From an optimization exercise on the open Yosys and OpenROAD flow, aimed at small area; shortcuts taken in it are not production practice.
Function was checked by simulation only, so behaviour that the tests miss may differ from the original.
Power is estimated from default activity; no workload was simulated.

`flow/run.sh`:
```
#!/bin/bash
# synth_recipe.tcl (not shown) runs the flow's synth.tcl, then flattens the netlist and writes it again
# the make line also repeats each setting of config.mk as NAME=value (left out here)
make -C /OpenROAD-flow-scripts/flow DESIGN_CONFIG=/design/flow/config.mk WORK_HOME=/design/flow/orfs CLKGATE_MAP_FILE= SYNTH_SCRIPT=/design/flow/synth_recipe.tcl finish
```
`flow/design.v`:
```
module Main(clk,rst_n,i,o,Yin,Xout,segmentSelect,bitSelect_m);
    input clk,rst_n,i;
    input [3:0]Yin;
    output o;
    output [3:0]Xout;
    output [6:0]segmentSelect;
    output [3:0]bitSelect_m;
    reg [3:0]c10;
    wire tick=c10[3]&c10[0];                  
    always@(posedge clk or negedge rst_n)
        if(!rst_n)c10<=4'd0;
        else c10<=tick?4'd0:c10+4'd1;
    reg [11:0]sc;
    always@(posedge clk or negedge rst_n)
        if(!rst_n)sc<=12'd0;
        else sc<=sc+12'd1;
    wire [1:0]num=sc[11:10];
    wire ce_kp=(&sc[8:0])&~sc[9];             
    wire upd=ce_kp&(num==2'b00);              
    assign Xout=~(4'b1000>>num);
    localparam [2:0] Z0=3'd0,P1=3'd1,P2=3'd2,P3=3'd3,P4=3'd4,P5=3'd5,P6=3'd6,Z1=3'd7;
    function [2:0]knext;
        input [2:0]s;
        input x;
        case(s)
          Z0,Z1:knext=x?P1:Z0;
          P1:knext=x?P2:Z0;
          P2:knext=x?P3:Z0;
          P3:knext=x?P4:Z0;
          P4:knext=x?P5:Z0;
          P5:knext=x?P6:Z1;
          default:knext=x?P6:Z1;
        endcase
    endfunction
    reg [2:0]ks[0:15];
    wire [15:0]kp;
    genvar g;
    generate for(g=0;g<16;g=g+1)begin:key
        wire sel=ce_kp&(num==2'd3-g/4);
        assign kp[g]=(ks[g]==P6)|(ks[g]==Z1);
        always@(posedge clk or negedge rst_n)
            if(!rst_n)ks[g]<=Z0;
            else if(sel)ks[g]<=knext(ks[g],~Yin[g%4]);
    end endgenerate
    reg ke;
    reg [3:0]kn;
    reg [3:0]kn_Y;
    integer j;
    always@(*)begin
        kn_Y=4'd0;
        for(j=0;j<16;j=j+1)if(kp[j])kn_Y=j;
    end
    always@(posedge clk or negedge rst_n)
        if(!rst_n)begin ke<=1'b0;kn<=4'd0;end
        else if(upd)begin ke<=|kp;kn<=kn_Y;end
    reg [3:0]c2;
    wire ex=(c2==4'd14);
    always@(posedge clk or negedge rst_n)
        if(!rst_n)c2<=4'd0;
        else if(tick)c2<=ke?(c2+{3'd0,~&c2}):4'd0;
    reg [3:0]ss;
    reg [9:0]ts;
    reg [3:0]L;
    wire s_idle=(ss==4'd0);
    wire s_next=ts[9]&ts[3];                  
    always@(posedge clk)
        if(tick)ts<=(s_idle|s_next)?10'd0:ts+10'd1;
    always@(posedge clk)
        if(tick&s_idle)L<=kn;
    always@(posedge clk or negedge rst_n)
        if(!rst_n)ss<=4'd0;
        else if(tick)begin
            if(s_idle)ss<={3'd0,ex};
            else if(ss==4'd13)ss<=4'd0;
            else if(s_next)ss<=ss+4'd1;
        end
    reg [7:0]ascii;
    always@(*)
      case(L)
        4'hf:ascii=8'd55;
        4'he:ascii=8'd52;
        4'hd:ascii=8'd49;
        4'hc:ascii=8'd0;
        4'hb:ascii=8'd56;
        4'ha:ascii=8'd53;
        4'h9:ascii=8'd50;
        4'h8:ascii=8'd48;
        4'h7:ascii=8'd57;
        4'h6:ascii=8'd54;
        4'h5:ascii=8'd51;
        4'h4:ascii=8'd61;
        4'h3:ascii=8'd43;
        4'h2:ascii=8'd45;
        4'h1:ascii=8'd42;
        4'h0:ascii=8'd47;
      endcase
    wire [12:0]frame={2'b11,^ascii,ascii,2'b01};
    reg ob;
    always@(*)
      case(ss)
        4'd1:ob=frame[0];
        4'd2:ob=frame[1];
        4'd3:ob=frame[2];
        4'd4:ob=frame[3];
        4'd5:ob=frame[4];
        4'd6:ob=frame[5];
        4'd7:ob=frame[6];
        4'd8:ob=frame[7];
        4'd9:ob=frame[8];
        4'd10:ob=frame[9];
        4'd11:ob=frame[10];
        default:ob=1'b1;
      endcase
    assign o=ob;
    reg si;
    reg [3:0]ci;
    wire neg_i=(ci==4'd13);
    always@(posedge clk or negedge rst_n)
        if(!rst_n)begin si<=1'b1;ci<=4'd0;end
        else if(tick)begin
            si<=i;
            ci<=si?4'd0:(ci+{3'd0,ci!=4'd14});
        end
    reg [3:0]rs;
    reg [9:0]tr;
    reg [7:0]D;
    reg P;
    wire r_idle=(rs==4'd0);
    wire half=tr[9]&tr[3];                    
    wire r_done=(rs==4'd13);
    wire reliable=r_done&~P;
    always@(posedge clk)
        if(tick)tr<=r_idle?10'd260:half?10'd0:tr+10'd1;
    always@(posedge clk or negedge rst_n)
        if(!rst_n)rs<=4'd0;
        else if(tick)begin
            if(r_idle)rs<={3'd0,neg_i};
            else if(r_done)rs<=4'd0;
            else if(half&((rs!=4'd1)|~i))rs<=rs+4'd1;
        end
    always@(posedge clk)
        if(tick&half)begin
            if(rs==4'd1)P<=1'b0;
            else if(rs<=4'd10)P<=P^i;
            if(rs>=4'd2&&rs<=4'd9)D<={i,D[7:1]};
        end
    reg [3:0]pc;
    wire REV=(pc==4'd15);
    always@(posedge clk or negedge rst_n)
        if(!rst_n)pc<=4'd0;
        else if(tick)begin
            if(pc==4'd0)pc<={3'd0,reliable};
            else if(pc<=4'd12&&!r_idle)pc<=4'd0;
            else pc<=pc+4'd1;
        end
    reg [15:0]dc,dcc;
    always@(posedge clk or negedge rst_n)
        if(!rst_n)begin dc<=16'd0;dcc<=16'd0;end
        else if(tick&REV)begin
            if(&D)dc<=dcc;
            else dcc<={dcc[7:0],D};
        end
    reg [3:0]digit;
    always@(*)
      case(num)
        2'b00:digit=dc[15:12];
        2'b01:digit=dc[11:8];
        2'b10:digit=dc[7:4];
        2'b11:digit=dc[3:0];
      endcase
    reg [6:0]seg;
    always@(*)
      case(digit)
        4'h0:seg=7'b1111110;
        4'h1:seg=7'b0110000;
        4'h2:seg=7'b1101101;
        4'h3:seg=7'b1111001;
        4'h4:seg=7'b0110011;
        4'h5:seg=7'b1011011;
        4'h6:seg=7'b1011111;
        4'h7:seg=7'b1110000;
        4'h8:seg=7'b1111111;
        4'h9:seg=7'b1111011;
        4'ha:seg=7'b1110111;
        4'hb:seg=7'b0011111;
        4'hc:seg=7'b1001110;
        4'hd:seg=7'b0111101;
        4'he:seg=7'b1001111;
        4'hf:seg=7'b1000111;
      endcase
    assign segmentSelect=~seg;
    assign bitSelect_m=Xout|~{|dc[15:12],|dc[15:8],|dc[15:4],1'b1};
endmodule
```
`flow/config.mk`:
```
export PLATFORM = sky130hd
export DESIGN_NAME = Main
export DESIGN_NICKNAME = Main
export VERILOG_FILES = /design/flow/design.v
export SDC_FILE = /design/flow/constraint.sdc
export NUM_CORES = 4
export LEC_CHECK = 0
export CAP_MARGIN = 20
export CORE_MARGIN = 2
export CORE_UTILIZATION = 40
export SLEW_MARGIN = 20
```
`flow/constraint.sdc`:
```
create_clock -name core_clock -period 10.0 [get_ports {clk}]
set_input_delay 2.0000 -clock core_clock [delete_from_list [all_inputs] [get_ports {clk}]]
set_output_delay 2.0000 -clock core_clock [all_outputs]
set_load 0.01 [all_outputs]
```
==> flow_metrics.env <==
export IMPL_cp_required_ns=8.00
export IMPL_hold_ws_ns=0.471
export IMPL_die_area_mm2=0.0229
export IMPL_final_cell_mix="121 x dfrtp_1, 78 x nand2_1, 71 x o21ai_0"
export IMPL_power_leakage_uw=0.00385
export IMPL_final_fill_count=1964
export IMPL_period_share_pct=49.6
export IMPL_crit_family="buffers and inverters"
export IMPL_outcome="complete, no violations"
export IMPL_grt_use_total_pct=15.7
export IMPL_dr_first_iter_drc_count=393
export IMPL_core_area_mm2=0.0212
export IMPL_final_common_cell="dfrtp_1"
export IMPL_drive_gt1_share_pct=12.1
export IMPL_hold_path_depth=1
export IMPL_vias=6275
export IMPL_synth_area_top_cells="dfrtp_1 35%, edfxtp_1 11%, mux2_2 6.2%"
export IMPL_synth_seq_cells=161
export IMPL_pin_count=23
export IMPL_viasPerCell=5.49
export IMPL_grt_ovfl_total=0
export IMPL_seq_area_frac_synth_pct=48.0
export IMPL_fin_setup_tns_ns=0
export IMPL_post_cts_buffers=0
export IMPL_hold_viol=0
export IMPL_max_cap_violations=0
export IMPL_vdd_drop_max_uv=120
export IMPL_critical_path_endpoint_type="primary output"
export IMPL_dp_hpwl_um=11000
export IMPL_synthFlopType="dfrtp_1"
export IMPL_crit_buf_inv=3
export IMPL_cts_tree="built"
export IMPL_synth_edf_count=33
export IMPL_h_tree_depth=4
export IMPL_worst_hold_path_endpoint="sc[4]"
export IMPL_layout_min_cycle_time_ns=4.96
export IMPL_rr_startpoint="c10[0]"
export IMPL_synthCells=852
export IMPL_fmax_ghz=0.201
export IMPL_nets=888
export IMPL_tightest_slew_ns=0.833
export IMPL_start_util_pct=41.0
export IMPL_drtPass1Iterations=5
export IMPL_synth_warnings=2
export IMPL_cts_root_buf="clkbuf_16"
export IMPL_synth_nets=884
export IMPL_rows=53
export IMPL_die_y_um=151
export IMPL_die_x_um=151
export IMPL_crit_top_cell="inv_1"
export IMPL_synthArstFlopShare_pct=75.8
export IMPL_clock_latency_ns=0.43
export IMPL_routedWlPerCell_um=14.6
export IMPL_clkSinkCount=161
export IMPL_fin_util_pct=45.6
export IMPL_drc_errors=0
export IMPL_antenna_found_initial=0
export IMPL_cts_hold_fix_buffers=0
export IMPL_area_growth_pct=11.1
export IMPL_rr_endpoint="dc[10]"
export IMPL_grt_max_degree=63
export IMPL_setup_violations=0
export IMPL_reg2regPathDepth=5
export IMPL_synthDistinctLibCells=71
export IMPL_avgSynthCellArea_um2=10.2
export IMPL_crit_path_start_kind="register"
export IMPL_grt_pass1_vias=5809
export IMPL_path_cells="mux4_2, inv_1, ha_1, inv_1, nor2_1, a211oi_1, a31oi_1, clkdlybuf4s50_1"
export IMPL_gp_congestion=0.816
export IMPL_clock_path_buffers=2
export IMPL_crit_path_max_fanout=11
export IMPL_syn_area_mm2=0.00868
export IMPL_crit_type="reg2out"
export IMPL_maxSlewViolCount=0
export IMPL_r2r_slack_ns=7.00
export IMPL_numCtsBuffers=17
export IMPL_clk_pin_slew_worst_paths_ns=0.06
export IMPL_slew_headroom_pct=44.4
export IMPL_power_density_mw_per_mm2=139
export IMPL_wl_um=16700
export IMPL_clock_skew_ns=0.00675
export IMPL_critPathArrivalTime_ns=2.96
export IMPL_grt_pass1_wl_um=28800
export IMPL_crit_path_top_delay_cell="dfrtp_1"
export IMPL_hold_class="reg2reg"
export IMPL_synth_top_cell_by_area="dfrtp_1"
export IMPL_critPathMaxStageDelay_ns=0.64
export IMPL_grt_setup_unrepaired="no"
export IMPL_ant_nets=0
export IMPL_numPortBuffers=22
export IMPL_synth_top_cell_area_share_pct=34.9
export IMPL_cts_resized=0
export IMPL_min_from="sc[4]"
export IMPL_num_antenna_cells=0
[worst max path at each step]
| stage | endpoint | from | depth (start not counted) | slack [ns] |
|---|---|---|---|---|
| global placement | segmentSelect[3] | sc[11] | 8 | 5.50 |
| CTS | segmentSelect[3] | sc[11] | 8 | 5.01 |
| detailed placement | segmentSelect[3] | sc[11] | 8 | 5.48 |
| floorplan | segmentSelect[5] | sc[10] | 5 | 6.22 |
| finish | segmentSelect[3] | sc[11] | 8 | 5.04 |
| global route | segmentSelect[3] | sc[11] | 8 | 4.86 |
[area by class of cell]
class,instances,area [um2],area share (%)
Clock inverter,9,80.1,0.830
Tap cell,275,344,3.57
Inverter,30,113,1.17
Timing Repair Buffer,24,233,2.41
Sequential cell,161,4170,43.2
Clock buffer,23,489,5.07
Multi-Input combinational cell,622,4220,43.8
[registers in the layout, indices dropped and copies added (netlist names), 6 cells and up]
register,count
ks,48
dc,16
dcc,16
sc,12
tr,10
ts,10
D,8
ascii,6
[cell usage after synthesis, types with 10 or more instances]
cell type,count
o31ai_1,14
nor2_1,45
edfxtp_1,33
mux2_2,48
nand3_1,38
dfrtp_1,121
a21oi_1,61
nand2_1,78
o21ai_0,71
o22ai_1,10
a221o_1,14
xor2_1,12
nor2b_1,39
ha_1,25
a31oi_1,10
nand4_1,11
nor4b_1,11
nand2b_1,14
xnor2_1,18
inv_1,29
clkbuf_1,25
[per-stage QoR]
step           power (uW)  std cells  setup WS, ns  instance area, um2
2_1_floorplan         710        852          6.22                8680
3_3_place_gp          729       1112          5.50                9070
3_5_place_dp          730       1112          5.48                9070
4_1_cts              1360       1144          5.01                9640
5_1_grt              1410       1144          4.86                9640
6_report             1340       1144          5.04                9640
[per-layer routing]
metal  vias up  global-route usage, %  part of all wire, %
met1      3059                   21.8                   50
met4         0                   3.79                 0.94
met2        74                   24.8                   46
met5         -                      0                    0
li1       3127                      -                    -
met3        15                   4.07                  3.0
[power breakdown]
group / total [uW] / internal [uW] / switching, uW
Combinational: 36.7 / 12.2 / 24.4
Sequential: 679 / 673 / 6.50
Clock: 627 / 369 / 258
Total: 1340 / 1050 / 289
[cells by family (layout without fill, tap and decap cells)]
group	after synthesis	in the layout	synth area share [%]
AND/OR/NAND/NOR	281	281	17.0
AO/OA/AOI/OAI	226	226	16.4
flip-flops	161	161	48.0
buffers and inverters	69	86	3.40
multiplexers	60	60	8.58
XOR/XNOR	30	30	3.03
adder cells (fa/ha/maj)	25	25	3.60

## afterwards: timing with drivers on the ports
The results above use ideal ports. As a check the final layout listed here was re-extracted and re-timed, cells and wires unchanged. Step 1: set_driving_cell puts a clkbuf_16 on clk and a buf_2 on each other input, an assumption about the parent block. Step 2, shift: input delay + t, output delay - t, t = (earliest + latest rising clock arrival at the registers) / 2. This alone moves slack from input paths to output paths. Slacks: ideal ports / drivers / drivers and shift; pairs: ideal ports / drivers.
t, ns: 0.464
setup WS [ns]: 5.037 / 4.994 / 5.458
hold slack, ns: 0.471 / 0.471 / 0.471
worst setup path at the end: register to output
worst register clock-pin slew, ns: 0.06 / 0.06
After both steps setup and hold are still met in this run. For this run, drivers alone change the setup slack by -0.043 ns; drivers and shift together by +0.421 ns.
